Background: an optimization exercise with open tools, aiming at small area, a short achievable clock period and few clock cycles per item. Do not read the settings as production practice. In this exercise RTL edits were held to simulation tests only and were not proved equivalent to the original.

`flow/constraint.sdc`:
```
create_clock -name core_clock -period 9.0 [get_ports {clk}]
set_input_delay 1.8000 -clock core_clock [delete_from_list [all_inputs] [get_ports {clk}]]
set_output_delay 1.8000 -clock core_clock [all_outputs]
set_load 0.01 [all_outputs]
```
`flow/design.v`:
```
module radd(input [17:0] r, input [15:0] t, output reg [17:0] s);
  reg [9:0] th, s0, s1;
  reg       c, c0, c1;
  integer   i;
  always @(*) begin
    c = 1'b0;
    for (i = 0; i < 8; i = i + 1) begin
      s[i] = r[i] ^ t[i] ^ c;
      c    = (r[i] & t[i]) | (r[i] & c) | (t[i] & c);
    end
    th = {2'b00, t[15:8]};
    c0 = 1'b0;
    c1 = 1'b1;
    for (i = 0; i < 10; i = i + 1) begin
      s0[i] = r[8+i] ^ th[i] ^ c0;
      c0    = (r[8+i] & th[i]) | (r[8+i] & c0) | (th[i] & c0);
      s1[i] = r[8+i] ^ th[i] ^ c1;
      c1    = (r[8+i] & th[i]) | (r[8+i] & c1) | (th[i] & c1);
    end
    s[17:8] = c ? s1 : s0;
  end
endmodule
module mulb(input [7:0] one, input [7:0] two, input [7:0] neg, input one8,
  input [15:0] b, output reg [31:0] s0, output reg [31:0] s1);
  wire [17:0] bx = {1'b0, b, 1'b0};    
  reg m0_0, m0_1, m0_2, m0_3, m0_4, m0_5, m0_6, m0_7, m0_8, m0_9, m0_10, m0_11, m0_12, m0_13, m0_14, m0_15;
  reg m0_16, m1_0, m1_1, m1_2, m1_3, m1_4, m1_5, m1_6, m1_7, m1_8, m1_9, m1_10, m1_11, m1_12, m1_13, m1_14;
  reg m1_15, m1_16, m2_0, m2_1, m2_2, m2_3, m2_4, m2_5, m2_6, m2_7, m2_8, m2_9, m2_10, m2_11, m2_12, m2_13;
  reg m2_14, m2_15, m2_16, m3_0, m3_1, m3_2, m3_3, m3_4, m3_5, m3_6, m3_7, m3_8, m3_9, m3_10, m3_11, m3_12;
  reg m3_13, m3_14, m3_15, m3_16, m4_0, m4_1, m4_2, m4_3, m4_4, m4_5, m4_6, m4_7, m4_8, m4_9, m4_10, m4_11;
  reg m4_12, m4_13, m4_14, m4_15, m4_16, m5_0, m5_1, m5_2, m5_3, m5_4, m5_5, m5_6, m5_7, m5_8, m5_9, m5_10;
  reg m5_11, m5_12, m5_13, m5_14, m5_15, m5_16, m6_0, m6_1, m6_2, m6_3, m6_4, m6_5, m6_6, m6_7, m6_8, m6_9;
  reg m6_10, m6_11, m6_12, m6_13, m6_14, m6_15, m6_16, m7_0, m7_1, m7_2, m7_3, m7_4, m7_5, m7_6, m7_7, m7_8;
  reg m7_9, m7_10, m7_11, m7_12, m7_13, m7_14, m7_15, m7_16, w1, w2, w3, w4, w5, w6, w7, w8;
  reg w9, w10, w11, w12, w13, w14, w15, w16, w17, w18, w19, w20, w21, w22, w23, w24;
  reg w25, w26, w27, w28, w29, w30, w31, w32, w33, w34, w35, w36, w37, w38, w39, w40;
  reg w41, w42, w43, w44, w45, w46, w47, w48, w49, w50, w51, w52, w53, w54, w55, w56;
  reg w57, w58, w59, w60, w61, w62, w63, w64, w65, w66, w67, w68, w69, w70, w71, w72;
  reg w73, w74, w75, w76, w77, w78, w79, w80, w81, w82, w83, w84, w85, w86, w87, w88;
  reg w89, w90, w91, w92, w93, w94, w95, w96, w97, w98, w99, w100, w101, w102, w103, w104;
  reg w105, w106, w107, w108, w109, w110, w111, w112, w113, w114, w115, w116, w117, w118, w119, w120;
  reg w121, w122, w123, w124, w125, w126, w127, w128, w129, w130, w131, w132, w133, w134, w135, w136;
  reg w137, w138, w139, w140, w141, w142, w143, w144, w145, w146, w147, w148, w149, w150, w151, w152;
  reg w153, w154, w155, w156, w157, w158, w159, w160, w161, w162, w163, w164, w165, w166, w167, w168;
  reg w169, w170, w171, w172, w173, w174, w175, w176, w177, w178, w179, w180, w181, w182, w183, w184;
  reg w185, w186, w187, w188, w189, w190, w191, w192, w193, w194, w195, w196, w197, w198, w199, w200;
  reg w201, w202, w203, w204, w205, w206, w207, w208, w209, w210, w211, w212, w213, w214, w215, w216;
  reg w217, w218, w219, w220, w221, w222, w223, w224, w225, w226, w227, w228, w229, w230, w231, w232;
  reg w233, w234, w235, w236, w237, w238, w239, w240, w241, w242, w243, w244, w245, w246, w247, w248;
  reg w249, w250, w251, w252, w253, w254, w255, w256, w257, w258, w259, w260, w261, w262, w263, w264;
  always @(*) begin
    m0_0 = ((one[0] & bx[1]) | (two[0] & bx[0])) ^ neg[0];
    m0_1 = ((one[0] & bx[2]) | (two[0] & bx[1])) ^ neg[0];
    m0_2 = ((one[0] & bx[3]) | (two[0] & bx[2])) ^ neg[0];
    m0_3 = ((one[0] & bx[4]) | (two[0] & bx[3])) ^ neg[0];
    m0_4 = ((one[0] & bx[5]) | (two[0] & bx[4])) ^ neg[0];
    m0_5 = ((one[0] & bx[6]) | (two[0] & bx[5])) ^ neg[0];
    m0_6 = ((one[0] & bx[7]) | (two[0] & bx[6])) ^ neg[0];
    m0_7 = ((one[0] & bx[8]) | (two[0] & bx[7])) ^ neg[0];
    m0_8 = ((one[0] & bx[9]) | (two[0] & bx[8])) ^ neg[0];
    m0_9 = ((one[0] & bx[10]) | (two[0] & bx[9])) ^ neg[0];
    m0_10 = ((one[0] & bx[11]) | (two[0] & bx[10])) ^ neg[0];
    m0_11 = ((one[0] & bx[12]) | (two[0] & bx[11])) ^ neg[0];
    m0_12 = ((one[0] & bx[13]) | (two[0] & bx[12])) ^ neg[0];
    m0_13 = ((one[0] & bx[14]) | (two[0] & bx[13])) ^ neg[0];
    m0_14 = ((one[0] & bx[15]) | (two[0] & bx[14])) ^ neg[0];
    m0_15 = ((one[0] & bx[16]) | (two[0] & bx[15])) ^ neg[0];
    m0_16 = ((one[0] & bx[17]) | (two[0] & bx[16])) ^ neg[0];
    m1_0 = ((one[1] & bx[1]) | (two[1] & bx[0])) ^ neg[1];
    m1_1 = ((one[1] & bx[2]) | (two[1] & bx[1])) ^ neg[1];
    m1_2 = ((one[1] & bx[3]) | (two[1] & bx[2])) ^ neg[1];
    m1_3 = ((one[1] & bx[4]) | (two[1] & bx[3])) ^ neg[1];
    m1_4 = ((one[1] & bx[5]) | (two[1] & bx[4])) ^ neg[1];
    m1_5 = ((one[1] & bx[6]) | (two[1] & bx[5])) ^ neg[1];
    m1_6 = ((one[1] & bx[7]) | (two[1] & bx[6])) ^ neg[1];
    m1_7 = ((one[1] & bx[8]) | (two[1] & bx[7])) ^ neg[1];
    m1_8 = ((one[1] & bx[9]) | (two[1] & bx[8])) ^ neg[1];
    m1_9 = ((one[1] & bx[10]) | (two[1] & bx[9])) ^ neg[1];
    m1_10 = ((one[1] & bx[11]) | (two[1] & bx[10])) ^ neg[1];
    m1_11 = ((one[1] & bx[12]) | (two[1] & bx[11])) ^ neg[1];
    m1_12 = ((one[1] & bx[13]) | (two[1] & bx[12])) ^ neg[1];
    m1_13 = ((one[1] & bx[14]) | (two[1] & bx[13])) ^ neg[1];
    m1_14 = ((one[1] & bx[15]) | (two[1] & bx[14])) ^ neg[1];
    m1_15 = ((one[1] & bx[16]) | (two[1] & bx[15])) ^ neg[1];
    m1_16 = ((one[1] & bx[17]) | (two[1] & bx[16])) ^ neg[1];
    m2_0 = ((one[2] & bx[1]) | (two[2] & bx[0])) ^ neg[2];
    m2_1 = ((one[2] & bx[2]) | (two[2] & bx[1])) ^ neg[2];
    m2_2 = ((one[2] & bx[3]) | (two[2] & bx[2])) ^ neg[2];
    m2_3 = ((one[2] & bx[4]) | (two[2] & bx[3])) ^ neg[2];
    m2_4 = ((one[2] & bx[5]) | (two[2] & bx[4])) ^ neg[2];
    m2_5 = ((one[2] & bx[6]) | (two[2] & bx[5])) ^ neg[2];
    m2_6 = ((one[2] & bx[7]) | (two[2] & bx[6])) ^ neg[2];
    m2_7 = ((one[2] & bx[8]) | (two[2] & bx[7])) ^ neg[2];
    m2_8 = ((one[2] & bx[9]) | (two[2] & bx[8])) ^ neg[2];
    m2_9 = ((one[2] & bx[10]) | (two[2] & bx[9])) ^ neg[2];
    m2_10 = ((one[2] & bx[11]) | (two[2] & bx[10])) ^ neg[2];
    m2_11 = ((one[2] & bx[12]) | (two[2] & bx[11])) ^ neg[2];
    m2_12 = ((one[2] & bx[13]) | (two[2] & bx[12])) ^ neg[2];
    m2_13 = ((one[2] & bx[14]) | (two[2] & bx[13])) ^ neg[2];
    m2_14 = ((one[2] & bx[15]) | (two[2] & bx[14])) ^ neg[2];
    m2_15 = ((one[2] & bx[16]) | (two[2] & bx[15])) ^ neg[2];
    m2_16 = ((one[2] & bx[17]) | (two[2] & bx[16])) ^ neg[2];
    m3_0 = ((one[3] & bx[1]) | (two[3] & bx[0])) ^ neg[3];
    m3_1 = ((one[3] & bx[2]) | (two[3] & bx[1])) ^ neg[3];
    m3_2 = ((one[3] & bx[3]) | (two[3] & bx[2])) ^ neg[3];
    m3_3 = ((one[3] & bx[4]) | (two[3] & bx[3])) ^ neg[3];
    m3_4 = ((one[3] & bx[5]) | (two[3] & bx[4])) ^ neg[3];
    m3_5 = ((one[3] & bx[6]) | (two[3] & bx[5])) ^ neg[3];
    m3_6 = ((one[3] & bx[7]) | (two[3] & bx[6])) ^ neg[3];
    m3_7 = ((one[3] & bx[8]) | (two[3] & bx[7])) ^ neg[3];
    m3_8 = ((one[3] & bx[9]) | (two[3] & bx[8])) ^ neg[3];
    m3_9 = ((one[3] & bx[10]) | (two[3] & bx[9])) ^ neg[3];
    m3_10 = ((one[3] & bx[11]) | (two[3] & bx[10])) ^ neg[3];
    m3_11 = ((one[3] & bx[12]) | (two[3] & bx[11])) ^ neg[3];
    m3_12 = ((one[3] & bx[13]) | (two[3] & bx[12])) ^ neg[3];
    m3_13 = ((one[3] & bx[14]) | (two[3] & bx[13])) ^ neg[3];
    m3_14 = ((one[3] & bx[15]) | (two[3] & bx[14])) ^ neg[3];
    m3_15 = ((one[3] & bx[16]) | (two[3] & bx[15])) ^ neg[3];
    m3_16 = ((one[3] & bx[17]) | (two[3] & bx[16])) ^ neg[3];
    m4_0 = ((one[4] & bx[1]) | (two[4] & bx[0])) ^ neg[4];
    m4_1 = ((one[4] & bx[2]) | (two[4] & bx[1])) ^ neg[4];
    m4_2 = ((one[4] & bx[3]) | (two[4] & bx[2])) ^ neg[4];
    m4_3 = ((one[4] & bx[4]) | (two[4] & bx[3])) ^ neg[4];
    m4_4 = ((one[4] & bx[5]) | (two[4] & bx[4])) ^ neg[4];
    m4_5 = ((one[4] & bx[6]) | (two[4] & bx[5])) ^ neg[4];
    m4_6 = ((one[4] & bx[7]) | (two[4] & bx[6])) ^ neg[4];
    m4_7 = ((one[4] & bx[8]) | (two[4] & bx[7])) ^ neg[4];
    m4_8 = ((one[4] & bx[9]) | (two[4] & bx[8])) ^ neg[4];
    m4_9 = ((one[4] & bx[10]) | (two[4] & bx[9])) ^ neg[4];
    m4_10 = ((one[4] & bx[11]) | (two[4] & bx[10])) ^ neg[4];
    m4_11 = ((one[4] & bx[12]) | (two[4] & bx[11])) ^ neg[4];
    m4_12 = ((one[4] & bx[13]) | (two[4] & bx[12])) ^ neg[4];
    m4_13 = ((one[4] & bx[14]) | (two[4] & bx[13])) ^ neg[4];
    m4_14 = ((one[4] & bx[15]) | (two[4] & bx[14])) ^ neg[4];
    m4_15 = ((one[4] & bx[16]) | (two[4] & bx[15])) ^ neg[4];
    m4_16 = ((one[4] & bx[17]) | (two[4] & bx[16])) ^ neg[4];
    m5_0 = ((one[5] & bx[1]) | (two[5] & bx[0])) ^ neg[5];
    m5_1 = ((one[5] & bx[2]) | (two[5] & bx[1])) ^ neg[5];
    m5_2 = ((one[5] & bx[3]) | (two[5] & bx[2])) ^ neg[5];
    m5_3 = ((one[5] & bx[4]) | (two[5] & bx[3])) ^ neg[5];
    m5_4 = ((one[5] & bx[5]) | (two[5] & bx[4])) ^ neg[5];
    m5_5 = ((one[5] & bx[6]) | (two[5] & bx[5])) ^ neg[5];
    m5_6 = ((one[5] & bx[7]) | (two[5] & bx[6])) ^ neg[5];
    m5_7 = ((one[5] & bx[8]) | (two[5] & bx[7])) ^ neg[5];
    m5_8 = ((one[5] & bx[9]) | (two[5] & bx[8])) ^ neg[5];
    m5_9 = ((one[5] & bx[10]) | (two[5] & bx[9])) ^ neg[5];
    m5_10 = ((one[5] & bx[11]) | (two[5] & bx[10])) ^ neg[5];
    m5_11 = ((one[5] & bx[12]) | (two[5] & bx[11])) ^ neg[5];
    m5_12 = ((one[5] & bx[13]) | (two[5] & bx[12])) ^ neg[5];
    m5_13 = ((one[5] & bx[14]) | (two[5] & bx[13])) ^ neg[5];
    m5_14 = ((one[5] & bx[15]) | (two[5] & bx[14])) ^ neg[5];
    m5_15 = ((one[5] & bx[16]) | (two[5] & bx[15])) ^ neg[5];
    m5_16 = ((one[5] & bx[17]) | (two[5] & bx[16])) ^ neg[5];
    m6_0 = ((one[6] & bx[1]) | (two[6] & bx[0])) ^ neg[6];
    m6_1 = ((one[6] & bx[2]) | (two[6] & bx[1])) ^ neg[6];
    m6_2 = ((one[6] & bx[3]) | (two[6] & bx[2])) ^ neg[6];
    m6_3 = ((one[6] & bx[4]) | (two[6] & bx[3])) ^ neg[6];
    m6_4 = ((one[6] & bx[5]) | (two[6] & bx[4])) ^ neg[6];
    m6_5 = ((one[6] & bx[6]) | (two[6] & bx[5])) ^ neg[6];
    m6_6 = ((one[6] & bx[7]) | (two[6] & bx[6])) ^ neg[6];
    m6_7 = ((one[6] & bx[8]) | (two[6] & bx[7])) ^ neg[6];
    m6_8 = ((one[6] & bx[9]) | (two[6] & bx[8])) ^ neg[6];
    m6_9 = ((one[6] & bx[10]) | (two[6] & bx[9])) ^ neg[6];
    m6_10 = ((one[6] & bx[11]) | (two[6] & bx[10])) ^ neg[6];
    m6_11 = ((one[6] & bx[12]) | (two[6] & bx[11])) ^ neg[6];
    m6_12 = ((one[6] & bx[13]) | (two[6] & bx[12])) ^ neg[6];
    m6_13 = ((one[6] & bx[14]) | (two[6] & bx[13])) ^ neg[6];
    m6_14 = ((one[6] & bx[15]) | (two[6] & bx[14])) ^ neg[6];
    m6_15 = ((one[6] & bx[16]) | (two[6] & bx[15])) ^ neg[6];
    m6_16 = ((one[6] & bx[17]) | (two[6] & bx[16])) ^ neg[6];
    m7_0 = ((one[7] & bx[1]) | (two[7] & bx[0])) ^ neg[7];
    m7_1 = ((one[7] & bx[2]) | (two[7] & bx[1])) ^ neg[7];
    m7_2 = ((one[7] & bx[3]) | (two[7] & bx[2])) ^ neg[7];
    m7_3 = ((one[7] & bx[4]) | (two[7] & bx[3])) ^ neg[7];
    m7_4 = ((one[7] & bx[5]) | (two[7] & bx[4])) ^ neg[7];
    m7_5 = ((one[7] & bx[6]) | (two[7] & bx[5])) ^ neg[7];
    m7_6 = ((one[7] & bx[7]) | (two[7] & bx[6])) ^ neg[7];
    m7_7 = ((one[7] & bx[8]) | (two[7] & bx[7])) ^ neg[7];
    m7_8 = ((one[7] & bx[9]) | (two[7] & bx[8])) ^ neg[7];
    m7_9 = ((one[7] & bx[10]) | (two[7] & bx[9])) ^ neg[7];
    m7_10 = ((one[7] & bx[11]) | (two[7] & bx[10])) ^ neg[7];
    m7_11 = ((one[7] & bx[12]) | (two[7] & bx[11])) ^ neg[7];
    m7_12 = ((one[7] & bx[13]) | (two[7] & bx[12])) ^ neg[7];
    m7_13 = ((one[7] & bx[14]) | (two[7] & bx[13])) ^ neg[7];
    m7_14 = ((one[7] & bx[15]) | (two[7] & bx[14])) ^ neg[7];
    m7_15 = ((one[7] & bx[16]) | (two[7] & bx[15])) ^ neg[7];
    m7_16 = ((one[7] & bx[17]) | (two[7] & bx[16])) ^ neg[7];
    w1 = m0_10 ^ m1_8;
    w2 = m0_10 & m1_8;
    w3 = m0_11 ^ m1_9;
    w4 = m0_11 & m1_9;
    w5 = m0_12 ^ m1_10 ^ m2_8;
    w6 = (m0_12 & m1_10) | (m0_12 & m2_8) | (m1_10 & m2_8);
    w7 = m3_6 ^ m4_4;
    w8 = m3_6 & m4_4;
    w9 = m0_13 ^ m1_11 ^ m2_9;
    w10 = (m0_13 & m1_11) | (m0_13 & m2_9) | (m1_11 & m2_9);
    w11 = m3_7 ^ m4_5;
    w12 = m3_7 & m4_5;
    w13 = m0_14 ^ m1_12 ^ m2_10;
    w14 = (m0_14 & m1_12) | (m0_14 & m2_10) | (m1_12 & m2_10);
    w15 = m3_8 ^ m4_6 ^ m5_4;
    w16 = (m3_8 & m4_6) | (m3_8 & m5_4) | (m4_6 & m5_4);
    w17 = m6_2 ^ m7_0;
    w18 = m6_2 & m7_0;
    w19 = m0_15 ^ m1_13 ^ m2_11;
    w20 = (m0_15 & m1_13) | (m0_15 & m2_11) | (m1_13 & m2_11);
    w21 = m3_9 ^ m4_7 ^ m5_5;
    w22 = (m3_9 & m4_7) | (m3_9 & m5_5) | (m4_7 & m5_5);
    w23 = m6_3 ^ m7_1;
    w24 = m6_3 & m7_1;
    w25 = m0_16 ^ m1_14 ^ m2_12;
    w26 = (m0_16 & m1_14) | (m0_16 & m2_12) | (m1_14 & m2_12);
    w27 = m3_10 ^ m4_8 ^ m5_6;
    w28 = (m3_10 & m4_8) | (m3_10 & m5_6) | (m4_8 & m5_6);
    w29 = m6_4 ^ m7_2 ^ (one8 & b[0]);
    w30 = (m6_4 & m7_2) | (m6_4 & (one8 & b[0])) | (m7_2 & (one8 & b[0]));
    w31 = m1_15 ^ m2_13 ^ m3_11;
    w32 = (m1_15 & m2_13) | (m1_15 & m3_11) | (m2_13 & m3_11);
    w33 = m4_9 ^ m5_7 ^ m6_5;
    w34 = (m4_9 & m5_7) | (m4_9 & m6_5) | (m5_7 & m6_5);
    w35 = m7_3 ^ (one8 & b[1]) ^ neg[0];
    w36 = (m7_3 & (one8 & b[1])) | (m7_3 & neg[0]) | ((one8 & b[1]) & neg[0]);
    w37 = m1_16 ^ m2_14 ^ m3_12;
    w38 = (m1_16 & m2_14) | (m1_16 & m3_12) | (m2_14 & m3_12);
    w39 = m4_10 ^ m5_8 ^ m6_6;
    w40 = (m4_10 & m5_8) | (m4_10 & m6_6) | (m5_8 & m6_6);
    w41 = m7_4 ^ (one8 & b[2]) ^ neg[0];
    w42 = (m7_4 & (one8 & b[2])) | (m7_4 & neg[0]) | ((one8 & b[2]) & neg[0]);
    w43 = ~neg[1] ^ m2_15 ^ m3_13;
    w44 = (~neg[1] & m2_15) | (~neg[1] & m3_13) | (m2_15 & m3_13);
    w45 = m4_11 ^ m5_9 ^ m6_7;
    w46 = (m4_11 & m5_9) | (m4_11 & m6_7) | (m5_9 & m6_7);
    w47 = m7_5 ^ (one8 & b[3]) ^ ~neg[0];
    w48 = (m7_5 & (one8 & b[3])) | (m7_5 & ~neg[0]) | ((one8 & b[3]) & ~neg[0]);
    w49 = m2_16 ^ m3_14 ^ m4_12;
    w50 = (m2_16 & m3_14) | (m2_16 & m4_12) | (m3_14 & m4_12);
    w51 = m5_10 ^ m6_8 ^ m7_6;
    w52 = (m5_10 & m6_8) | (m5_10 & m7_6) | (m6_8 & m7_6);
    w53 = (one8 & b[4]) ^ 1'b1;
    w54 = (one8 & b[4]) & 1'b1;
    w55 = ~neg[2] ^ m3_15 ^ m4_13;
    w56 = (~neg[2] & m3_15) | (~neg[2] & m4_13) | (m3_15 & m4_13);
    w57 = m5_11 ^ m6_9 ^ m7_7;
    w58 = (m5_11 & m6_9) | (m5_11 & m7_7) | (m6_9 & m7_7);
    w59 = m3_16 ^ m4_14 ^ m5_12;
    w60 = (m3_16 & m4_14) | (m3_16 & m5_12) | (m4_14 & m5_12);
    w61 = m6_10 ^ m7_8;
    w62 = m6_10 & m7_8;
    w63 = ~neg[3] ^ m4_15 ^ m5_13;
    w64 = (~neg[3] & m4_15) | (~neg[3] & m5_13) | (m4_15 & m5_13);
    w65 = m4_16 ^ m5_14;
    w66 = m4_16 & m5_14;
    w67 = m0_6 ^ m1_4;
    w68 = m0_6 & m1_4;
    w69 = m0_7 ^ m1_5;
    w70 = m0_7 & m1_5;
    w71 = m0_8 ^ m1_6 ^ m2_4;
    w72 = (m0_8 & m1_6) | (m0_8 & m2_4) | (m1_6 & m2_4);
    w73 = m3_2 ^ m4_0;
    w74 = m3_2 & m4_0;
    w75 = m0_9 ^ m1_7 ^ m2_5;
    w76 = (m0_9 & m1_7) | (m0_9 & m2_5) | (m1_7 & m2_5);
    w77 = m3_3 ^ m4_1;
    w78 = m3_3 & m4_1;
    w79 = w1 ^ m2_6 ^ m3_4;
    w80 = (w1 & m2_6) | (w1 & m3_4) | (m2_6 & m3_4);
    w81 = m4_2 ^ m5_0 ^ neg[5];
    w82 = (m4_2 & m5_0) | (m4_2 & neg[5]) | (m5_0 & neg[5]);
    w83 = w2 ^ w3 ^ m2_7;
    w84 = (w2 & w3) | (w2 & m2_7) | (w3 & m2_7);
    w85 = m3_5 ^ m4_3 ^ m5_1;
    w86 = (m3_5 & m4_3) | (m3_5 & m5_1) | (m4_3 & m5_1);
    w87 = w4 ^ w5 ^ w7;
    w88 = (w4 & w5) | (w4 & w7) | (w5 & w7);
    w89 = m5_2 ^ m6_0 ^ neg[6];
    w90 = (m5_2 & m6_0) | (m5_2 & neg[6]) | (m6_0 & neg[6]);
    w91 = w6 ^ w8 ^ w9;
    w92 = (w6 & w8) | (w6 & w9) | (w8 & w9);
    w93 = w11 ^ m5_3 ^ m6_1;
    w94 = (w11 & m5_3) | (w11 & m6_1) | (m5_3 & m6_1);
    w95 = w10 ^ w12 ^ w13;
    w96 = (w10 & w12) | (w10 & w13) | (w12 & w13);
    w97 = w15 ^ w17 ^ neg[7];
    w98 = (w15 & w17) | (w15 & neg[7]) | (w17 & neg[7]);
    w99 = w14 ^ w16 ^ w18;
    w100 = (w14 & w16) | (w14 & w18) | (w16 & w18);
    w101 = w19 ^ w21 ^ w23;
    w102 = (w19 & w21) | (w19 & w23) | (w21 & w23);
    w103 = w20 ^ w22 ^ w24;
    w104 = (w20 & w22) | (w20 & w24) | (w22 & w24);
    w105 = w25 ^ w27 ^ w29;
    w106 = (w25 & w27) | (w25 & w29) | (w27 & w29);
    w107 = w26 ^ w28 ^ w30;
    w108 = (w26 & w28) | (w26 & w30) | (w28 & w30);
    w109 = w31 ^ w33 ^ w35;
    w110 = (w31 & w33) | (w31 & w35) | (w33 & w35);
    w111 = w32 ^ w34 ^ w36;
    w112 = (w32 & w34) | (w32 & w36) | (w34 & w36);
    w113 = w37 ^ w39 ^ w41;
    w114 = (w37 & w39) | (w37 & w41) | (w39 & w41);
    w115 = w38 ^ w40 ^ w42;
    w116 = (w38 & w40) | (w38 & w42) | (w40 & w42);
    w117 = w43 ^ w45 ^ w47;
    w118 = (w43 & w45) | (w43 & w47) | (w45 & w47);
    w119 = w44 ^ w46 ^ w48;
    w120 = (w44 & w46) | (w44 & w48) | (w46 & w48);
    w121 = w49 ^ w51 ^ w53;
    w122 = (w49 & w51) | (w49 & w53) | (w51 & w53);
    w123 = w50 ^ w52 ^ w54;
    w124 = (w50 & w52) | (w50 & w54) | (w52 & w54);
    w125 = w55 ^ w57 ^ (one8 & b[5]);
    w126 = (w55 & w57) | (w55 & (one8 & b[5])) | (w57 & (one8 & b[5]));
    w127 = w56 ^ w58 ^ w59;
    w128 = (w56 & w58) | (w56 & w59) | (w58 & w59);
    w129 = w61 ^ (one8 & b[6]) ^ 1'b1;
    w130 = (w61 & (one8 & b[6])) | (w61 & 1'b1) | ((one8 & b[6]) & 1'b1);
    w131 = w60 ^ w62 ^ w63;
    w132 = (w60 & w62) | (w60 & w63) | (w62 & w63);
    w133 = m6_11 ^ m7_9 ^ (one8 & b[7]);
    w134 = (m6_11 & m7_9) | (m6_11 & (one8 & b[7])) | (m7_9 & (one8 & b[7]));
    w135 = w64 ^ w65 ^ m6_12;
    w136 = (w64 & w65) | (w64 & m6_12) | (w65 & m6_12);
    w137 = m7_10 ^ (one8 & b[8]) ^ 1'b1;
    w138 = (m7_10 & (one8 & b[8])) | (m7_10 & 1'b1) | ((one8 & b[8]) & 1'b1);
    w139 = w66 ^ ~neg[4] ^ m5_15;
    w140 = (w66 & ~neg[4]) | (w66 & m5_15) | (~neg[4] & m5_15);
    w141 = m6_13 ^ m7_11 ^ (one8 & b[9]);
    w142 = (m6_13 & m7_11) | (m6_13 & (one8 & b[9])) | (m7_11 & (one8 & b[9]));
    w143 = m5_16 ^ m6_14 ^ m7_12;
    w144 = (m5_16 & m6_14) | (m5_16 & m7_12) | (m6_14 & m7_12);
    w145 = (one8 & b[10]) ^ 1'b1;
    w146 = (one8 & b[10]) & 1'b1;
    w147 = ~neg[5] ^ m6_15 ^ m7_13;
    w148 = (~neg[5] & m6_15) | (~neg[5] & m7_13) | (m6_15 & m7_13);
    w149 = m6_16 ^ m7_14;
    w150 = m6_16 & m7_14;
    w151 = m0_4 ^ m1_2;
    w152 = m0_4 & m1_2;
    w153 = m0_5 ^ m1_3;
    w154 = m0_5 & m1_3;
    w155 = w67 ^ m2_2 ^ m3_0;
    w156 = (w67 & m2_2) | (w67 & m3_0) | (m2_2 & m3_0);
    w157 = w68 ^ w69 ^ m2_3;
    w158 = (w68 & w69) | (w68 & m2_3) | (w69 & m2_3);
    w159 = w70 ^ w71 ^ w73;
    w160 = (w70 & w71) | (w70 & w73) | (w71 & w73);
    w161 = w72 ^ w74 ^ w75;
    w162 = (w72 & w74) | (w72 & w75) | (w74 & w75);
    w163 = w76 ^ w78 ^ w79;
    w164 = (w76 & w78) | (w76 & w79) | (w78 & w79);
    w165 = w80 ^ w82 ^ w83;
    w166 = (w80 & w82) | (w80 & w83) | (w82 & w83);
    w167 = w84 ^ w86 ^ w87;
    w168 = (w84 & w86) | (w84 & w87) | (w86 & w87);
    w169 = w88 ^ w90 ^ w91;
    w170 = (w88 & w90) | (w88 & w91) | (w90 & w91);
    w171 = w92 ^ w94 ^ w95;
    w172 = (w92 & w94) | (w92 & w95) | (w94 & w95);
    w173 = w96 ^ w98 ^ w99;
    w174 = (w96 & w98) | (w96 & w99) | (w98 & w99);
    w175 = w100 ^ w102 ^ w103;
    w176 = (w100 & w102) | (w100 & w103) | (w102 & w103);
    w177 = w104 ^ w106 ^ w107;
    w178 = (w104 & w106) | (w104 & w107) | (w106 & w107);
    w179 = w108 ^ w110 ^ w111;
    w180 = (w108 & w110) | (w108 & w111) | (w110 & w111);
    w181 = w112 ^ w114 ^ w115;
    w182 = (w112 & w114) | (w112 & w115) | (w114 & w115);
    w183 = w116 ^ w118 ^ w119;
    w184 = (w116 & w118) | (w116 & w119) | (w118 & w119);
    w185 = w120 ^ w122 ^ w123;
    w186 = (w120 & w122) | (w120 & w123) | (w122 & w123);
    w187 = w124 ^ w126 ^ w127;
    w188 = (w124 & w126) | (w124 & w127) | (w126 & w127);
    w189 = w128 ^ w130 ^ w131;
    w190 = (w128 & w130) | (w128 & w131) | (w130 & w131);
    w191 = w132 ^ w134 ^ w135;
    w192 = (w132 & w134) | (w132 & w135) | (w134 & w135);
    w193 = w136 ^ w138 ^ w139;
    w194 = (w136 & w138) | (w136 & w139) | (w138 & w139);
    w195 = w140 ^ w142 ^ w143;
    w196 = (w140 & w142) | (w140 & w143) | (w142 & w143);
    w197 = w144 ^ w146 ^ w147;
    w198 = (w144 & w146) | (w144 & w147) | (w146 & w147);
    w199 = w148 ^ w149 ^ (one8 & b[12]);
    w200 = (w148 & w149) | (w148 & (one8 & b[12])) | (w149 & (one8 & b[12]));
    w201 = w150 ^ ~neg[6] ^ m7_15;
    w202 = (w150 & ~neg[6]) | (w150 & m7_15) | (~neg[6] & m7_15);
    w203 = m7_16 ^ (one8 & b[14]);
    w204 = m7_16 & (one8 & b[14]);
    w205 = m0_2 ^ m1_0;
    w206 = m0_2 & m1_0;
    w207 = m0_3 ^ m1_1;
    w208 = m0_3 & m1_1;
    w209 = w151 ^ m2_0 ^ neg[2];
    w210 = (w151 & m2_0) | (w151 & neg[2]) | (m2_0 & neg[2]);
    w211 = w152 ^ w153 ^ m2_1;
    w212 = (w152 & w153) | (w152 & m2_1) | (w153 & m2_1);
    w213 = w154 ^ w155 ^ neg[3];
    w214 = (w154 & w155) | (w154 & neg[3]) | (w155 & neg[3]);
    w215 = w156 ^ w157 ^ m3_1;
    w216 = (w156 & w157) | (w156 & m3_1) | (w157 & m3_1);
    w217 = w158 ^ w159 ^ neg[4];
    w218 = (w158 & w159) | (w158 & neg[4]) | (w159 & neg[4]);
    w219 = w160 ^ w161 ^ w77;
    w220 = (w160 & w161) | (w160 & w77) | (w161 & w77);
    w221 = w162 ^ w163 ^ w81;
    w222 = (w162 & w163) | (w162 & w81) | (w163 & w81);
    w223 = w164 ^ w165 ^ w85;
    w224 = (w164 & w165) | (w164 & w85) | (w165 & w85);
    w225 = w166 ^ w167 ^ w89;
    w226 = (w166 & w167) | (w166 & w89) | (w167 & w89);
    w227 = w168 ^ w169 ^ w93;
    w228 = (w168 & w169) | (w168 & w93) | (w169 & w93);
    w229 = w170 ^ w171 ^ w97;
    w230 = (w170 & w171) | (w170 & w97) | (w171 & w97);
    w231 = w172 ^ w173 ^ w101;
    w232 = (w172 & w173) | (w172 & w101) | (w173 & w101);
    w233 = w174 ^ w175 ^ w105;
    w234 = (w174 & w175) | (w174 & w105) | (w175 & w105);
    w235 = w176 ^ w177 ^ w109;
    w236 = (w176 & w177) | (w176 & w109) | (w177 & w109);
    w237 = w178 ^ w179 ^ w113;
    w238 = (w178 & w179) | (w178 & w113) | (w179 & w113);
    w239 = w180 ^ w181 ^ w117;
    w240 = (w180 & w181) | (w180 & w117) | (w181 & w117);
    w241 = w182 ^ w183 ^ w121;
    w242 = (w182 & w183) | (w182 & w121) | (w183 & w121);
    w243 = w184 ^ w185 ^ w125;
    w244 = (w184 & w185) | (w184 & w125) | (w185 & w125);
    w245 = w186 ^ w187 ^ w129;
    w246 = (w186 & w187) | (w186 & w129) | (w187 & w129);
    w247 = w188 ^ w189 ^ w133;
    w248 = (w188 & w189) | (w188 & w133) | (w189 & w133);
    w249 = w190 ^ w191 ^ w137;
    w250 = (w190 & w191) | (w190 & w137) | (w191 & w137);
    w251 = w192 ^ w193 ^ w141;
    w252 = (w192 & w193) | (w192 & w141) | (w193 & w141);
    w253 = w194 ^ w195 ^ w145;
    w254 = (w194 & w195) | (w194 & w145) | (w195 & w145);
    w255 = w196 ^ w197 ^ (one8 & b[11]);
    w256 = (w196 & w197) | (w196 & (one8 & b[11])) | (w197 & (one8 & b[11]));
    w257 = w198 ^ w199 ^ 1'b1;
    w258 = (w198 & w199) | (w198 & 1'b1) | (w199 & 1'b1);
    w259 = w200 ^ w201 ^ (one8 & b[13]);
    w260 = (w200 & w201) | (w200 & (one8 & b[13])) | (w201 & (one8 & b[13]));
    w261 = w202 ^ w203 ^ 1'b1;
    w262 = (w202 & w203) | (w202 & 1'b1) | (w203 & 1'b1);
    w263 = w204 ^ ~neg[7] ^ (one8 & b[15]);
    w264 = (w204 & ~neg[7]) | (w204 & (one8 & b[15])) | (~neg[7] & (one8 & b[15]));
    s0[0] = m0_0;
    s1[0] = neg[0];
    s0[1] = m0_1;
    s1[1] = 1'b0;
    s0[2] = w205;
    s1[2] = neg[1];
    s0[3] = w206;
    s1[3] = w207;
    s0[4] = w208;
    s1[4] = w209;
    s0[5] = w210;
    s1[5] = w211;
    s0[6] = w212;
    s1[6] = w213;
    s0[7] = w214;
    s1[7] = w215;
    s0[8] = w216;
    s1[8] = w217;
    s0[9] = w218;
    s1[9] = w219;
    s0[10] = w220;
    s1[10] = w221;
    s0[11] = w222;
    s1[11] = w223;
    s0[12] = w224;
    s1[12] = w225;
    s0[13] = w226;
    s1[13] = w227;
    s0[14] = w228;
    s1[14] = w229;
    s0[15] = w230;
    s1[15] = w231;
    s0[16] = w232;
    s1[16] = w233;
    s0[17] = w234;
    s1[17] = w235;
    s0[18] = w236;
    s1[18] = w237;
    s0[19] = w238;
    s1[19] = w239;
    s0[20] = w240;
    s1[20] = w241;
    s0[21] = w242;
    s1[21] = w243;
    s0[22] = w244;
    s1[22] = w245;
    s0[23] = w246;
    s1[23] = w247;
    s0[24] = w248;
    s1[24] = w249;
    s0[25] = w250;
    s1[25] = w251;
    s0[26] = w252;
    s1[26] = w253;
    s0[27] = w254;
    s1[27] = w255;
    s0[28] = w256;
    s1[28] = w257;
    s0[29] = w258;
    s1[29] = w259;
    s0[30] = w260;
    s1[30] = w261;
    s0[31] = w262;
    s1[31] = w263;
  end
endmodule
module cpa32h(input [31:0] a, input [31:0] b, output reg [15:0] s,
  output reg c16, output reg c17, output reg c18, output reg c19);
  reg g0, p0, g1, p1, g2, p2, g3, p3, g4, p4, g5, p5, g6, p6, g7, p7;
  reg g8, p8, g9, p9, g10, p10, g11, p11, g12, p12, g13, p13, g14, p14, g15, p15;
  reg g16, p16, g17, p17, g18, p18, g19, p19, g20, p20, g21, p21, g22, p22, g23, p23;
  reg g24, p24, g25, p25, g26, p26, g27, p27, g28, p28, g29, p29, g30, p30, g31, p31;
  reg G1, G2, P2, G3, P3, G4, P4, G5, P5, G6, P6, G7, P7, G8, P8, G9;
  reg G10, P10, G11, P11, G12, P12, G13, G14, P14, G15, G16, P16, G17, P17, G18, P18;
  reg G19, P19, G20, P20, G21, P21, G22, P22, G23, P23, G24, P24, G25, P25, G26, P26;
  reg G27, P27, G28, P28, G29, P29, G30, P30, G31, P31, G32, P32, G33, P33, G34, P34;
  reg G35, P35, G36, P36, G37, P37, G38, P38, G39, P39, G40, P40, G41, P41, G42, P42;
  reg G43, P43, G44, P44, G45, P45, G46, P46, G47, P47, c20, c21, c22, c23, c24, c25;
  reg c26, c27, c28, c29, c30, c31, c32;
  always @(*) begin
    g0 = a[0] & b[0];
    p0 = a[0] ^ b[0];
    g1 = a[1] & b[1];
    p1 = a[1] ^ b[1];
    g2 = a[2] & b[2];
    p2 = a[2] ^ b[2];
    g3 = a[3] & b[3];
    p3 = a[3] ^ b[3];
    g4 = a[4] & b[4];
    p4 = a[4] ^ b[4];
    g5 = a[5] & b[5];
    p5 = a[5] ^ b[5];
    g6 = a[6] & b[6];
    p6 = a[6] ^ b[6];
    g7 = a[7] & b[7];
    p7 = a[7] ^ b[7];
    g8 = a[8] & b[8];
    p8 = a[8] ^ b[8];
    g9 = a[9] & b[9];
    p9 = a[9] ^ b[9];
    g10 = a[10] & b[10];
    p10 = a[10] ^ b[10];
    g11 = a[11] & b[11];
    p11 = a[11] ^ b[11];
    g12 = a[12] & b[12];
    p12 = a[12] ^ b[12];
    g13 = a[13] & b[13];
    p13 = a[13] ^ b[13];
    g14 = a[14] & b[14];
    p14 = a[14] ^ b[14];
    g15 = a[15] & b[15];
    p15 = a[15] ^ b[15];
    g16 = a[16] & b[16];
    p16 = a[16] ^ b[16];
    g17 = a[17] & b[17];
    p17 = a[17] ^ b[17];
    g18 = a[18] & b[18];
    p18 = a[18] ^ b[18];
    g19 = a[19] & b[19];
    p19 = a[19] ^ b[19];
    g20 = a[20] & b[20];
    p20 = a[20] ^ b[20];
    g21 = a[21] & b[21];
    p21 = a[21] ^ b[21];
    g22 = a[22] & b[22];
    p22 = a[22] ^ b[22];
    g23 = a[23] & b[23];
    p23 = a[23] ^ b[23];
    g24 = a[24] & b[24];
    p24 = a[24] ^ b[24];
    g25 = a[25] & b[25];
    p25 = a[25] ^ b[25];
    g26 = a[26] & b[26];
    p26 = a[26] ^ b[26];
    g27 = a[27] & b[27];
    p27 = a[27] ^ b[27];
    g28 = a[28] & b[28];
    p28 = a[28] ^ b[28];
    g29 = a[29] & b[29];
    p29 = a[29] ^ b[29];
    g30 = a[30] & b[30];
    p30 = a[30] ^ b[30];
    g31 = a[31] & b[31];
    p31 = a[31] ^ b[31];
    G1 = g1 | (p1 & g0);
    G2 = g3 | (p3 & g2);
    P2 = p3 & p2;
    G3 = g5 | (p5 & g4);
    P3 = p5 & p4;
    G4 = g7 | (p7 & g6);
    P4 = p7 & p6;
    G5 = g9 | (p9 & g8);
    P5 = p9 & p8;
    G6 = g11 | (p11 & g10);
    P6 = p11 & p10;
    G7 = g13 | (p13 & g12);
    P7 = p13 & p12;
    G8 = g15 | (p15 & g14);
    P8 = p15 & p14;
    G9 = G2 | (P2 & G1);
    G10 = G4 | (P4 & G3);
    P10 = P4 & P3;
    G11 = G6 | (P6 & G5);
    P11 = P6 & P5;
    G12 = G8 | (P8 & G7);
    P12 = P8 & P7;
    G13 = G10 | (P10 & G9);
    G14 = G12 | (P12 & G11);
    P14 = P12 & P11;
    G15 = G14 | (P14 & G13);
    c16 = G15;
    G16 = g17 | (p17 & g16);
    P16 = p17 & p16;
    G17 = g19 | (p19 & g18);
    P17 = p19 & p18;
    G18 = g21 | (p21 & g20);
    P18 = p21 & p20;
    G19 = g23 | (p23 & g22);
    P19 = p23 & p22;
    G20 = g25 | (p25 & g24);
    P20 = p25 & p24;
    G21 = g27 | (p27 & g26);
    P21 = p27 & p26;
    G22 = g29 | (p29 & g28);
    P22 = p29 & p28;
    G23 = g31 | (p31 & g30);
    P23 = p31 & p30;
    G24 = g18 | (p18 & G16);
    P24 = p18 & P16;
    G25 = G17 | (P17 & G16);
    P25 = P17 & P16;
    G26 = g22 | (p22 & G18);
    P26 = p22 & P18;
    G27 = G19 | (P19 & G18);
    P27 = P19 & P18;
    G28 = g26 | (p26 & G20);
    P28 = p26 & P20;
    G29 = G21 | (P21 & G20);
    P29 = P21 & P20;
    G30 = g30 | (p30 & G22);
    P30 = p30 & P22;
    G31 = G23 | (P23 & G22);
    P31 = P23 & P22;
    G32 = g20 | (p20 & G25);
    P32 = p20 & P25;
    G33 = G18 | (P18 & G25);
    P33 = P18 & P25;
    G34 = G26 | (P26 & G25);
    P34 = P26 & P25;
    G35 = G27 | (P27 & G25);
    P35 = P27 & P25;
    G36 = g28 | (p28 & G29);
    P36 = p28 & P29;
    G37 = G22 | (P22 & G29);
    P37 = P22 & P29;
    G38 = G30 | (P30 & G29);
    P38 = P30 & P29;
    G39 = G31 | (P31 & G29);
    P39 = P31 & P29;
    G40 = g24 | (p24 & G35);
    P40 = p24 & P35;
    G41 = G20 | (P20 & G35);
    P41 = P20 & P35;
    G42 = G28 | (P28 & G35);
    P42 = P28 & P35;
    G43 = G29 | (P29 & G35);
    P43 = P29 & P35;
    G44 = G36 | (P36 & G35);
    P44 = P36 & P35;
    G45 = G37 | (P37 & G35);
    P45 = P37 & P35;
    G46 = G38 | (P38 & G35);
    P46 = P38 & P35;
    G47 = G39 | (P39 & G35);
    P47 = P39 & P35;
    c17 = g16 | (p16 & c16);
    c18 = G16 | (P16 & c16);
    c19 = G24 | (P24 & c16);
    c20 = G25 | (P25 & c16);
    c21 = G32 | (P32 & c16);
    c22 = G33 | (P33 & c16);
    c23 = G34 | (P34 & c16);
    c24 = G35 | (P35 & c16);
    c25 = G40 | (P40 & c16);
    c26 = G41 | (P41 & c16);
    c27 = G42 | (P42 & c16);
    c28 = G43 | (P43 & c16);
    c29 = G44 | (P44 & c16);
    c30 = G45 | (P45 & c16);
    c31 = G46 | (P46 & c16);
    c32 = G47 | (P47 & c16);
    s[0] = p16 ^ c16;
    s[1] = p17 ^ c17;
    s[2] = p18 ^ c18;
    s[3] = p19 ^ c19;
    s[4] = p20 ^ c20;
    s[5] = p21 ^ c21;
    s[6] = p22 ^ c22;
    s[7] = p23 ^ c23;
    s[8] = p24 ^ c24;
    s[9] = p25 ^ c25;
    s[10] = p26 ^ c26;
    s[11] = p27 ^ c27;
    s[12] = p28 ^ c28;
    s[13] = p29 ^ c29;
    s[14] = p30 ^ c30;
    s[15] = p31 ^ c31;
  end
endmodule
module Exponential(input clk, rst, start, input [15:0] x,
                   output done, output [1:0] intpart, output [15:0] fracpart);
  reg        busy;
  reg [3:0]  step;
  reg [7:0]  one, two, neg;    
  reg        one8;             
  reg [15:0] t;       
  reg [17:0] r;       
  reg        acc;     
  wire [31:0] p0, p1;
  mulb mul(.one(one), .two(two), .neg(neg), .one8(one8), .b(t), .s0(p0), .s1(p1));
  wire [15:0] p;
  wire        c16, c17, c18, c19;
  cpa32h cpa(.a(p0), .b(p1), .s(p), .c16(c16), .c17(c17), .c18(c18), .c19(c19));
  reg [15:0] q;
  always @(*) begin
    case (step)
      4'd0:    q = {1'b0, p[15:1]};
      4'd3:    q = {2'b0, p[15:2]};
      4'd10:   q = {3'b0, p[15:3]};
      default: q = p;
    endcase
  end
  wire q_term = (step == 4'd0) | (step == 4'd2) | (step == 4'd3) | (step == 4'd5) |
                (step == 4'd7) | (step == 4'd9) | (step == 4'd10);
  wire tz     = (t == 16'd0);    
  wire go     = start & done;
  reg [15:0] y_next;
  always @(*) begin
    case (step)
      4'd1:    y_next = 16'h5555;
      4'd4:    y_next = 16'h3333;
      4'd6:    y_next = 16'h2AAA;
      4'd8:    y_next = 16'h2492;
      default: y_next = x;
    endcase
  end
  wire [15:0] y = go ? x : y_next;
  wire [16:0] ym = {y, 1'b0};    
  wire [7:0]  one_n, two_n, neg_n;
  genvar j;
  generate
    for (j = 0; j < 8; j = j + 1) begin : enc
      assign one_n[j] = ym[2*j+1] ^ ym[2*j];
      assign two_n[j] = (ym[2*j+2] & ~ym[2*j+1] & ~ym[2*j]) | (~ym[2*j+2] & ym[2*j+1] & ym[2*j]);
      assign neg_n[j] = ym[2*j+2];
    end
  endgenerate
  assign {intpart, fracpart} = r;
  wire [17:0] rsum;
  radd ra(.r(r), .t(acc ? t : 16'd0), .s(rsum));
  assign done = ~busy | tz;
  wire [15:0] bw;       
  wire [15:0] xd;       
  assign bw[1] = 1'b1;
  assign xd[0] = x[0];
  generate
    for (j = 1; j < 16; j = j + 1) begin : dec
      assign xd[j] = x[j] ^ bw[j];
      if (j < 15) begin : b
        assign bw[j+1] = bw[j] & ~x[j];
      end
    end
  endgenerate
  assign bw[0] = 1'b0;
  wire [15:0] t0 = (bw[15] & ~x[15]) ? 16'd0 : xd;
  always @(posedge clk or posedge rst) begin
    if (rst)
      busy <= 1'b0;
    else if (go)
      busy <= 1'b1;
    else if (tz | (step == 4'd11))
      busy <= 1'b0;
  end
  always @(posedge clk) begin
    step <= go ? 4'd0 : step + 4'd1;
    one  <= one_n;
    two  <= two_n;
    neg  <= neg_n;
    one8 <= y[15];
    t    <= go ? t0 : q;
    acc  <= go | q_term;
    if (go)
      r <= 18'h0FFFF;
    else if (busy)
      r <= rsum;
  end
endmodule
```
`flow/run.sh`:
```
#!/bin/bash
# synth_recipe.tcl (not shown) runs the flow's synth.tcl, then flattens the netlist and writes it again
# the make line also repeats each setting of config.mk as NAME=value (left out here)
make -C /OpenROAD-flow-scripts/flow DESIGN_CONFIG=/design/flow/config.mk WORK_HOME=/design/flow/orfs CLKGATE_MAP_FILE= SYNTH_SCRIPT=/design/flow/synth_recipe.tcl finish
```
`flow/config.mk`:
```
export PLATFORM = sky130hd
export DESIGN_NAME = Exponential
export DESIGN_NICKNAME = Exponential
export VERILOG_FILES = /design/flow/design.v
export SDC_FILE = /design/flow/constraint.sdc
export NUM_CORES = 4
export LEC_CHECK = 0
export CAP_MARGIN = 20
export CORE_MARGIN = 2
export CORE_UTILIZATION = 60
export CTS_BUF_LIST = sky130_fd_sc_hd__clkbuf_4 sky130_fd_sc_hd__clkbuf_8
export CTS_CLUSTER_SIZE = 40
export SETUP_SLACK_MARGIN = 2.5
export SLEW_MARGIN = 20
```
==> flow_summary.yaml, run 1 <==
critical_path:
  rr_endpoint: "t[4]$_DFF_P_"
  r2r_cells: 17
  cp_data_required_time_ps: 9240
  critPathArrivalTime_ps: 6390
  endpoint_kind: "flip-flop"
  critical_path.max_fanout: 20
  rrSetupSlack_ps: 2840
  crit_path_start_kind: "flip-flop"
  crit_type: "reg2reg"
  r2r-start: "t[9]$_DFF_P_"
global_route:
  grt_pass1_wl_um: 46200
  grt_use_met1_pct: 43.9
  grt_use_met2_pct: 53.6
  grtUsageMet3_pct: 4.99
  gr-usage-all-layers_pct: 32.8
  top_usage_layer: "met2"
  grt_max_degree: 37
  grt_pass1_vias: 8583
  grt_antenna_before_repair: 0
  grt.overflow.total: 0
clocking:
  clock-sinks: 64
  clkLatencyLatePin_ps: 350
  cts_made_buffers: 9
  clockBufferDepth: 2
  cts_tree: "yes"
  cts.clk_slew.worst_paths_ps: 80
  cts-htree-levels: 3
  cts-root-buf: "clkbuf_8"
  postCtsSetupRepairBufs: 0
min_path:
  hold_start: "step[0]$_SDFF_PP0_"
  min_path_type: "reg2reg"
  min_to: "step[0]$_SDFF_PP0_"
  hold_depth: 1
timing:
  max_slew.worst_pin.slew_ps: 1150
  setup_violations: 0
  fin_crit_ps: 6160
  fin_crit_sh_pct: 68.4
  rsz0062_at_grt: "no"
  slew_headroom_pct: 23.0
  final_max_slew_viol_count: 0
  fmax_mhz: 162
  skew_ps: 13.3
  setup_ws_ps: 2840
  tns_ps: 0
  hold_viol_final: 0
routing:
  dr.pass1.iters: 6
  wl_per_cell_um: 20.5
  num_vias: 8543
  routed_wl_um: 28500
  via_per_inst: 6.15
  drtIter0Drc: 714
  drc: 0
  ant_nets: 0
cells_and_area:
  nNetsFinal: 1370
  synthToLayoutAreaGrowth_pct: 5.43
  diodes: 0
  drive_above_1_share_pct: 6.16
die:
  initial_core_util_pct: 61.6
  die_area_sq_um: 18200
  coreArea_sq_um: 16600
  boundaryPins: 38
  rows: 47
  die_h_um: 135
  die_w_um: 135
yosys:
  yosys-top-cells-area: "fa_1 21%, dfxtp_1 12%, xnor2_1 10%"
  avgSynthCellArea_sq_um: 8.63
  yosysSeqAreaShare_pct: 12.5
  synth_edf_count: 0
  yosysTopAreaCellShare_pct: 21.5
  synth_nets: 1395
  syn_area_sq_um: 10300
  synth_cell_types: 74
  synth_flop_cell: "dfxtp_1"
  yosysWarnings: 4
  synth_top_cell_by_area: "fa_1"
  async_flop_share_pct: 1.56
  synthTopCellsByCount: "153 x inv_1, 121 x a22oi_1, 118 x xnor2_1"
  postSynthCellCount: 1189
  synth-seq-cells: 64
  yosysMostFrequentCell: "inv_1"
outcome:
  status: "no timing/DRC/antenna violations"
job:
  maxCapViolCount: 0
placed_design:
  numPortBuffers: 37
  pre_cts_ws_ps: 2810
  dp_hpwl_um: 20600
  place_congestion: 0.906
==> state kept, by name, summed over array words and instances (netlist names) <==
name  cells
r        18
t        16
neg       8
one       8
two       8
step      4
acc       1
busy      1
==> metrics by stage <==
| step | hold WS, ps | cells | util, % | area (sq um) |
|---|---|---|---|---|
| floorplan | 445 | 1189 | - | 10300 |
| global placement | 468 | 1373 | 63.6 | 10600 |
| detailed placement | 476 | 1373 | 63.6 | 10600 |
| CTS | 494 | 1389 | 65.0 | 10800 |
| global route | 543 | 1389 | 65.0 | 10800 |
| finish | 490 | 1389 | 65.0 | 10800 |
==> layout make-up <==
| type | count | area, sq um |
|---|---|---|
| multi-input combinational | 875 | 7910 |
| fill | 1471 | 5830 |
| sequential | 64 | 1290 |
| inverter | 156 | 586 |
| timing repair buffer | 58 | 528 |
| tap | 220 | 275 |
| clock buffer | 10 | 138 |
| clock inverter | 6 | 91.3 |
==> how the worst max path moves through the flow <==
stage	from	endpoint	slack (ps)	depth (start not counted)
finish	t[9]$_DFF_P_	t[4]$_DFF_P_	2840	17
global route	t[9]$_DFF_P_	t[4]$_DFF_P_	2560	17
CTS	neg[0]$_DFF_P_	t[7]$_DFF_P_	2800	17
detailed placement	neg[0]$_DFF_P_	t[7]$_DFF_P_	2810	17
global placement	neg[0]$_DFF_P_	t[4]$_DFF_P_	2880	17
floorplan	neg[1]$_DFF_P_	t[7]$_DFF_P_	3320	19
==> critical path, stage by stage (launching register included) <==
cell and delay, ps:
dfxtp_1 1030, a22oi_1 240, xor2_1 210, fa_1 430, fa_1 570, fa_1 430
fa_1 520, inv_1 40, ha_1 290, nand4_1 150, nor2_1 70, or3_4 420
o41ai_4 500, o31a_2 210, o21bai_1 70, xnor2_1 340, o221ai_1 190, a221o_1 310
==> kinds of logic after synthesis <==
kind of cell / count (synthesis) / synth area share (%)
DFF: 64 / 12.5
xor gates and xnor gates: 163 / 14.0
adders and majority gates: 187 / 30.9
buffers and inverters: 250 / 10.4
AOI/OAI and AO/OA: 268 / 19.0
muxes: 19 / 1.89
and+or+nand+nor: 238 / 11.4
==> layout by cell type, fill, tap and decap left out, drive strengths merged, types with 3 or more instances in the layout <==
| cell type | count |
|---|---|
| a21o | 9 |
| nor2 | 51 |
| o21a | 5 |
| ha | 77 |
| nor3 | 13 |
| nand3 | 21 |
| a31oi | 5 |
| clkdlybuf4s50 | 37 |
| and3 | 4 |
| clkbuf | 10 |
| xor2 | 45 |
| or3 | 6 |
| o21bai | 4 |
| a211oi | 3 |
| nor2b | 5 |
| nand2 | 74 |
| fa | 110 |
| mux2 | 3 |
| o221ai | 8 |
| nor4 | 6 |
| a222oi | 5 |
| inv | 156 |
| mux2i | 16 |
| xnor2 | 118 |
| a21oi | 39 |
| dfxtp | 63 |
| clkinv | 4 |
| nand2b | 9 |
| o211ai | 6 |
| o21ai | 38 |
| a221oi | 5 |
| nand4 | 3 |
| buf | 21 |
| or2 | 10 |
| a22oi | 121 |
| and2 | 33 |
==> repair_timing <==
item | in CTS | in global routing
hold buffers | 0 | 0
endpoints found under the setup margin | 0 | 3
gates resized for setup | 0 | 1
==> layer usage <==
| layer | vias to the layer above | share of wire, % |
|---|---|---|
| met5 | - | 0 |
| met4 | 0 | 4.1 |
| met3 | 82 | 7.6 |
| met2 | 361 | 46 |
| met1 | 4167 | 42 |
| li1 | 3933 | - |
Testbench counts, summed over its fixed seeds: cycles 3,484, items 384.
==> inputs of run 2 (changes only) <==
--- a/flow/config.mk
+++ b/flow/config.mk
@@ -10,5 +10,5 @@
 export CORE_UTILIZATION = 60
 export CTS_BUF_LIST = sky130_fd_sc_hd__clkbuf_4 sky130_fd_sc_hd__clkbuf_8
 export CTS_CLUSTER_SIZE = 40
-export SETUP_SLACK_MARGIN = 2.5
+export SETUP_SLACK_MARGIN = 2.75
 export SLEW_MARGIN = 20
==> run 2 against run 1 <==
Against the previous run: die area stayed put; register-to-register slack gained 270 ps; area after synthesis did not move; final area increased by 0.12%; worst hold slack hardly changed; critical path type unchanged.
==> flow_summary.yaml, run 2 <==
cells_and_area:
  layout.cells.non_filler: 1389
  largest_registers: "r: 18 flops, t: 16 flops"
  diodes: 0
  nNetsFinal: 1370
  largest_reg_flops: 18
  final.fill_count: 1466
  final_cell_mix: "153 x inv_1, 121 x a22oi_1, 118 x xnor2_1, 110 x fa_1, 77 x ha_1"
  multi_input_area_sq_um: 7910
  layout_commonest_cell: "inv_1"
  fin_area_sq_um: 10800
  seq_area_sq_um: 1300
  synthToLayoutAreaGrowth_pct: 5.55
  drive_above_1_share_pct: 7.01
  largest-register: "r"
clocking:
  post_cts_resized: 0
  cts-htree-levels: 3
  cts-root-buf: "clkbuf_8"
  cts.clk_slew.worst_paths_ps: 80
  clkLatencyLatePin_ps: 350
  cts_hold_buffers: 0
  clockBufferDepth: 2
  cts_made_buffers: 9
  clock-sinks: 64
  cts_tree: "yes"
  postCtsSetupRepairBufs: 0
routing:
  dr.pass1.iters: 5
  drc: 0
  ant_nets: 0
  via_per_inst: 6.16
  wl_per_cell_um: 20.5
  num_vias: 8557
  routed_wl_um: 28500
  drtIter0Drc: 692
yosys:
  async_flop_share_pct: 1.56
  postSynthCellCount: 1189
  synthTopCellsByCount: "153 x inv_1, 121 x a22oi_1, 118 x xnor2_1"
  synth_edf_count: 0
  yosysMostFrequentCell: "inv_1"
  yosysSeqAreaShare_pct: 12.5
  synth_top_cell_by_area: "fa_1"
  syn_area_sq_um: 10300
  avgSynthCellArea_sq_um: 8.63
  synth_nets: 1395
  yosysTopAreaCellShare_pct: 21.5
  yosys-top-cells-area: "fa_1 21%, dfxtp_1 12%, xnor2_1 10%"
  synth-seq-cells: 64
  synth_flop_cell: "dfxtp_1"
  synth_cell_types: 74
  yosysWarnings: 4
critical_path:
  critPathLaunch: "one[2]$_DFF_P_"
  r2r-start: "one[2]$_DFF_P_"
  crit_path_start_kind: "flip-flop"
  cp_data_required_time_ps: 9220
  crit_type: "reg2reg"
  critical_path.max_fanout: 16
  endpoint_kind: "flip-flop"
  rrSetupSlack_ps: 3120
  critPathArrivalTime_ps: 6100
placed_design:
  placed_cells: 1373
  dp_hpwl_um: 20600
  numPortBuffers: 37
  dpl-instance-area_sq_um: 10600
  place_congestion: 0.906
timing:
  fmax_mhz: 170
  fin_crit_sh_pct: 65.4
  rsz0062_at_grt: "no"
  skew_ps: 12.9
  tns_ps: 0
  slew_headroom_pct: 39.5
  fin_crit_ps: 5880
  hold_viol_final: 0
  final_max_slew_viol_count: 0
  max_slew.worst_pin.slew_ps: 906
  holdWs_ps: 490
  setup_violations: 0
die:
  coreArea_sq_um: 16600
  die_h_um: 135
  rows: 47
  boundaryPins: 38
  die_area_sq_um: 18200
  die_w_um: 135
  initial_core_util_pct: 61.6
global_route:
  grt_pass1_wl_um: 46200
  grt_max_degree: 37
  gr-usage-all-layers_pct: 32.8
  grt_pass1_vias: 8583
  grt.overflow.total: 0
  grt_antenna_before_repair: 0
min_path:
  min_path_type: "reg2reg"
  hold_start: "step[0]$_SDFF_PP0_"
job:
  maxCapViolCount: 0
outcome:
  status: "no timing/DRC/antenna violations"
-- run 2: cell count changes in the layout (fill, tap and decap cells not counted) --
cell / before / now
dfxtp_1: 62 / 52
dfxtp_2: 1 / 11
-- run 2: stage by stage --
stage	setup WS, ps	utilization (%)
3_5_place_dp	2810	63.6
3_3_place_gp	2880	63.6
4_1_cts	2800	65.0
2_1_floorplan	3320	-
6_report	3120	65.1
5_1_grt	2770	65.1
-- run 2: logic make-up (layout without fill, tap and decap cells) --
| logic type | count (synthesis) | in the layout | synth area share [%] |
|---|---|---|---|
| DFF | 64 | 64 | 12.5 |
| xor gates and xnor gates | 163 | 163 | 14.0 |
| buffers and inverters | 250 | 230 | 10.4 |
| AOI/OAI and AO/OA | 268 | 268 | 19.0 |
| adders and majority gates | 187 | 187 | 30.9 |
| and+or+nand+nor | 238 | 238 | 11.4 |
| muxes | 19 | 19 | 1.89 |
-- run 2: layer usage --
metal  wire length [um]  vias up  GRT usage (%)
met3               2250       91           4.99
met1              11800     4163           43.9
li1                   -     3932              -
met2              13200      371           53.6
met4               1250        0           13.1
met5                  0        -              0
-- run 2: path summary, 6_finish.rpt --
path / cells past startpoint / endpoint
worst min register to register: 1 / step[0]$_SDFF_PP0_
worst min-delay path: 1 / step[0]$_SDFF_PP0_
min in group asynchronous: 2 / busy$_DFFE_PP0P_
max in group asynchronous: 2 / busy$_DFFE_PP0P_
worst max-delay path: 18 / t[7]$_DFF_P_
worst max register to register: 18 / t[7]$_DFF_P_
-- run 2: final cells by class --
cell class / instances / area share (%)
inverter: 156 / 5.41
timing repair buffer: 58 / 4.88
clock buffer: 10 / 1.27
sequential: 64 / 12.0
tap: 220 / 2.54
multi-input combinational: 875 / 73.1
clock inverter: 6 / 0.843
-- run 2: worst max-delay path: stages (launching register included) --
cell	delay, ps
dfxtp_1	820
a22oi_1	220
xnor2_1	220
fa_1	470
fa_1	490
inv_1	50
fa_1	470
inv_1	50
fa_1	440
ha_1	300
nand4_1	140
nor2_1	70
or3_4	420
o311a_4	410
o21ai_2	220
mux2i_1	330
nand2_1	130
a222oi_1	350
o221ai_1	160
==> inputs of run 3 (changes only) <==
--- a/flow/config.mk
+++ b/flow/config.mk
@@ -10,5 +10,5 @@
 export CORE_UTILIZATION = 60
 export CTS_BUF_LIST = sky130_fd_sc_hd__clkbuf_4 sky130_fd_sc_hd__clkbuf_8
 export CTS_CLUSTER_SIZE = 40
-export SETUP_SLACK_MARGIN = 2.75
+export SETUP_SLACK_MARGIN = 3
 export SLEW_MARGIN = 20
==> run 3 against run 2 <==
Against the previous run: critical endpoint unchanged; area after synthesis unchanged; global-route usage down 0.056 points; via count grew 0.23%; wire length is the same; flip-flop and latch count stayed put; maximum frequency is 2.6% higher; final area up 0.51%.
==> flow_summary.yaml, run 3 <==
outcome:
  status: "no timing/DRC/antenna violations"
cells_and_area:
  diodes: 0
  largest_reg_flops: 18
  drive_above_1_share_pct: 8.98
  layout_commonest_cell: "inv_1"
  nNetsFinal: 1370
  final_cell_mix: "153 x inv_1, 121 x a22oi_1, 117 x xnor2_1, 110 x fa_1, 77 x ha_1"
  synthToLayoutAreaGrowth_pct: 6.09
  largest-register: "r"
  largest_registers: "r: 18 flops, t: 16 flops"
yosys:
  yosysMostFrequentCell: "inv_1"
  yosysWarnings: 4
  synth_top_cell_by_area: "fa_1"
  synth_nets: 1395
  postSynthCellCount: 1189
  avgSynthCellArea_sq_um: 8.63
  synth_xor_xnor_area_share_pct: 14.0
  synthTopCellsByCount: "153 x inv_1, 121 x a22oi_1, 118 x xnor2_1"
  synth_compound_area_share_pct: 19.0
  synth_cell_types: 74
  synth_top_family_by_area: "adder cells"
  synth-seq-cells: 64
  yosysTopAreaCellShare_pct: 21.5
  synthSimpleGateAreaFrac_pct: 11.4
  async_flop_share_pct: 1.56
  yosys-top-cells-area: "fa_1 21%, dfxtp_1 12%, xnor2_1 10%"
  syn_area_sq_um: 10300
  synth_edf_count: 0
  yosysSeqAreaShare_pct: 12.5
  synth_fa_ha_area_share_pct: 30.9
  synth.area.mux_share_pct: 1.89
  synth_flop_cell: "dfxtp_1"
critical_path:
  r2r-start: "t[9]$_DFF_P_"
  r2r_cells: 17
  endpoint_kind: "flip-flop"
  critPathArrivalTime_ps: 5960
  crit_type: "reg2reg"
  cp_data_required_time_ps: 9220
  crit_path_end: "t[7]$_DFF_P_"
  crit_path_start_kind: "flip-flop"
  rrSetupSlack_ps: 3260
  rr_endpoint: "t[7]$_DFF_P_"
  critical_path.max_fanout: 20
  critPathLaunch: "t[9]$_DFF_P_"
routing:
  routed_wl_um: 28500
  ant_nets: 0
  via_per_inst: 6.17
  num_vias: 8577
  drc: 0
  drtIter0Drc: 777
  dr.pass1.iters: 5
  wl_per_cell_um: 20.5
placed_design:
  dp_hpwl_um: 20600
  place_congestion: 0.906
  numPortBuffers: 37
  pre_cts_ws_ps: 2810
timing:
  hold_viol_final: 0
  fin_crit_ps: 5740
  slew_headroom_pct: 44.9
  tns_ps: 0
  rsz0062_at_grt: "no"
  setup_violations: 0
  setup_ws_ps: 3260
  fmax_mhz: 174
  max_slew.worst_pin.slew_ps: 826
  skew_ps: 12.9
  holdWs_ps: 493
  fin_crit_sh_pct: 63.7
  final_max_slew_viol_count: 0
clocking:
  cts-htree-levels: 3
  cts.clk_slew.worst_paths_ps: 80
  clock-sinks: 64
  clockBufferDepth: 2
  cts-root-buf: "clkbuf_8"
  cts_made_buffers: 9
  cts_tree: "yes"
  clkLatencyLatePin_ps: 350
global_route:
  grt_antenna_before_repair: 0
  grt.overflow.total: 0
  grt_pass1_vias: 8580
  grt_max_degree: 37
  gr-usage-all-layers_pct: 32.8
  grt_pass1_wl_um: 46100
min_path:
  hold_depth: 1
  min_path_type: "reg2reg"
die:
  die_area_sq_um: 18200
  die_w_um: 135
  coreArea_sq_um: 16600
  die_h_um: 135
  initial_core_util_pct: 61.6
  boundaryPins: 38
  rows: 47
job:
  maxCapViolCount: 0
## run 3: cell counts after synthesis
Identical to the previous run, type by type.
## run 3: worst min-delay path by stage
stage / from / to / slack (ps)
2_1_floorplan: step[0]$_SDFF_PP0_ / step[0]$_SDFF_PP0_ / 440
3_3_place_gp: step[0]$_SDFF_PP0_ / step[0]$_SDFF_PP0_ / 470
3_5_place_dp: step[0]$_SDFF_PP0_ / step[0]$_SDFF_PP0_ / 480
4_1_cts: step[0]$_SDFF_PP0_ / step[0]$_SDFF_PP0_ / 490
5_1_grt: step[0]$_SDFF_PP0_ / step[0]$_SDFF_PP0_ / 540
6_report: step[0]$_SDFF_PP0_ / step[0]$_SDFF_PP0_ / 490
## run 3: what timing repair did
action	4_1_cts	5_1_grt
gates resized for setup	2	33
setup endpoints to repair	13	18
endpoints found under the hold margin	0	0
hold buffers	0	0
setup buffers	0	0
## run 3: final cells by class
class	instances	area (sq um)
inverter	156	586
multi-input combinational	875	7940
tap	220	275
timing repair buffer	58	528
fill	1465	5760
clock inverter	6	91.3
sequential	64	1320
clock buffer	10	138
## run 3: kinds of logic (layout without fill, tap and decap cells)
kind of cell    Yosys count  count (layout)
mux                      19              19
flops                    64              64
fa+ha+maj               187             187
simple gates            238             238
compound gates          268             268
xor+xnor                163             163
buf+inv                 250             230
## run 3: critical path, cell delays in order, from the launching register on
cell and delay (ps):
dfxtp_2 710, a22oi_1 200, xor2_1 190, fa_1 430
fa_1 570, fa_1 430, fa_1 520, inv_1 40
ha_1 290, nand4_1 150, nor2_1 70, or3_4 420
o311a_4 410, o21ai_2 230, mux2i_2 300, nand2_1 130
a222oi_1 350, o221ai_1 160
## run 3: metrics by stage
step	utilization, %	cells	cell area (sq um)
CTS	65.0	1389	10800
global placement	63.6	1373	10600
global route	65.4	1389	10900
detailed placement	63.6	1373	10600
finish	65.4	1389	10900
floorplan	-	1189	10300
## run 3: metal layers
metal / global-route usage (%) / routed length (um) / share of wire [%]
met3: 4.99 / 2240 / 7.9
met5: 0 / 0 / 0
met4: 13.1 / 1150 / 4.0
met1: 43.8 / 11900 / 42
met2: 53.5 / 13200 / 46

-- what the ideal ports hide --
How much do the figures lean on ideal ports? The routed layouts below were timed once more, with nothing changed but the port constraints. Step 1 (the two cells are an assumption about what drives the block):
set clk [get_ports {clk}]
set_driving_cell -lib_cell sky130_fd_sc_hd__clkbuf_16 $clk
set_driving_cell -lib_cell sky130_fd_sc_hd__buf_2 [delete_from_list [all_inputs] $clk]
Step 2 times the ports against the registers' clock, not the clock port: input delays grow and output delays shrink by t, the midpoint of the rising clock arrivals with the driver on. a / b / c = ideal ports / drivers / drivers and shift; a / b = the first two.
run	shift t [ns]	setup WS [ns]	clock arrival spread, ns	slew at the worst register clock pin (ns)	cell pins on the clock port's net
run 1	0.378	2.845 / 2.845 / 2.845	0.014 / 0.014	0.08 / 0.08	1
run 2	0.376	3.117 / 3.117 / 3.117	0.013 / 0.013	0.08 / 0.08	1
run 3	0.377	3.264 / 3.264 / 3.264	0.013 / 0.013	0.08 / 0.08	1
After both steps every run listed still meets setup and hold.
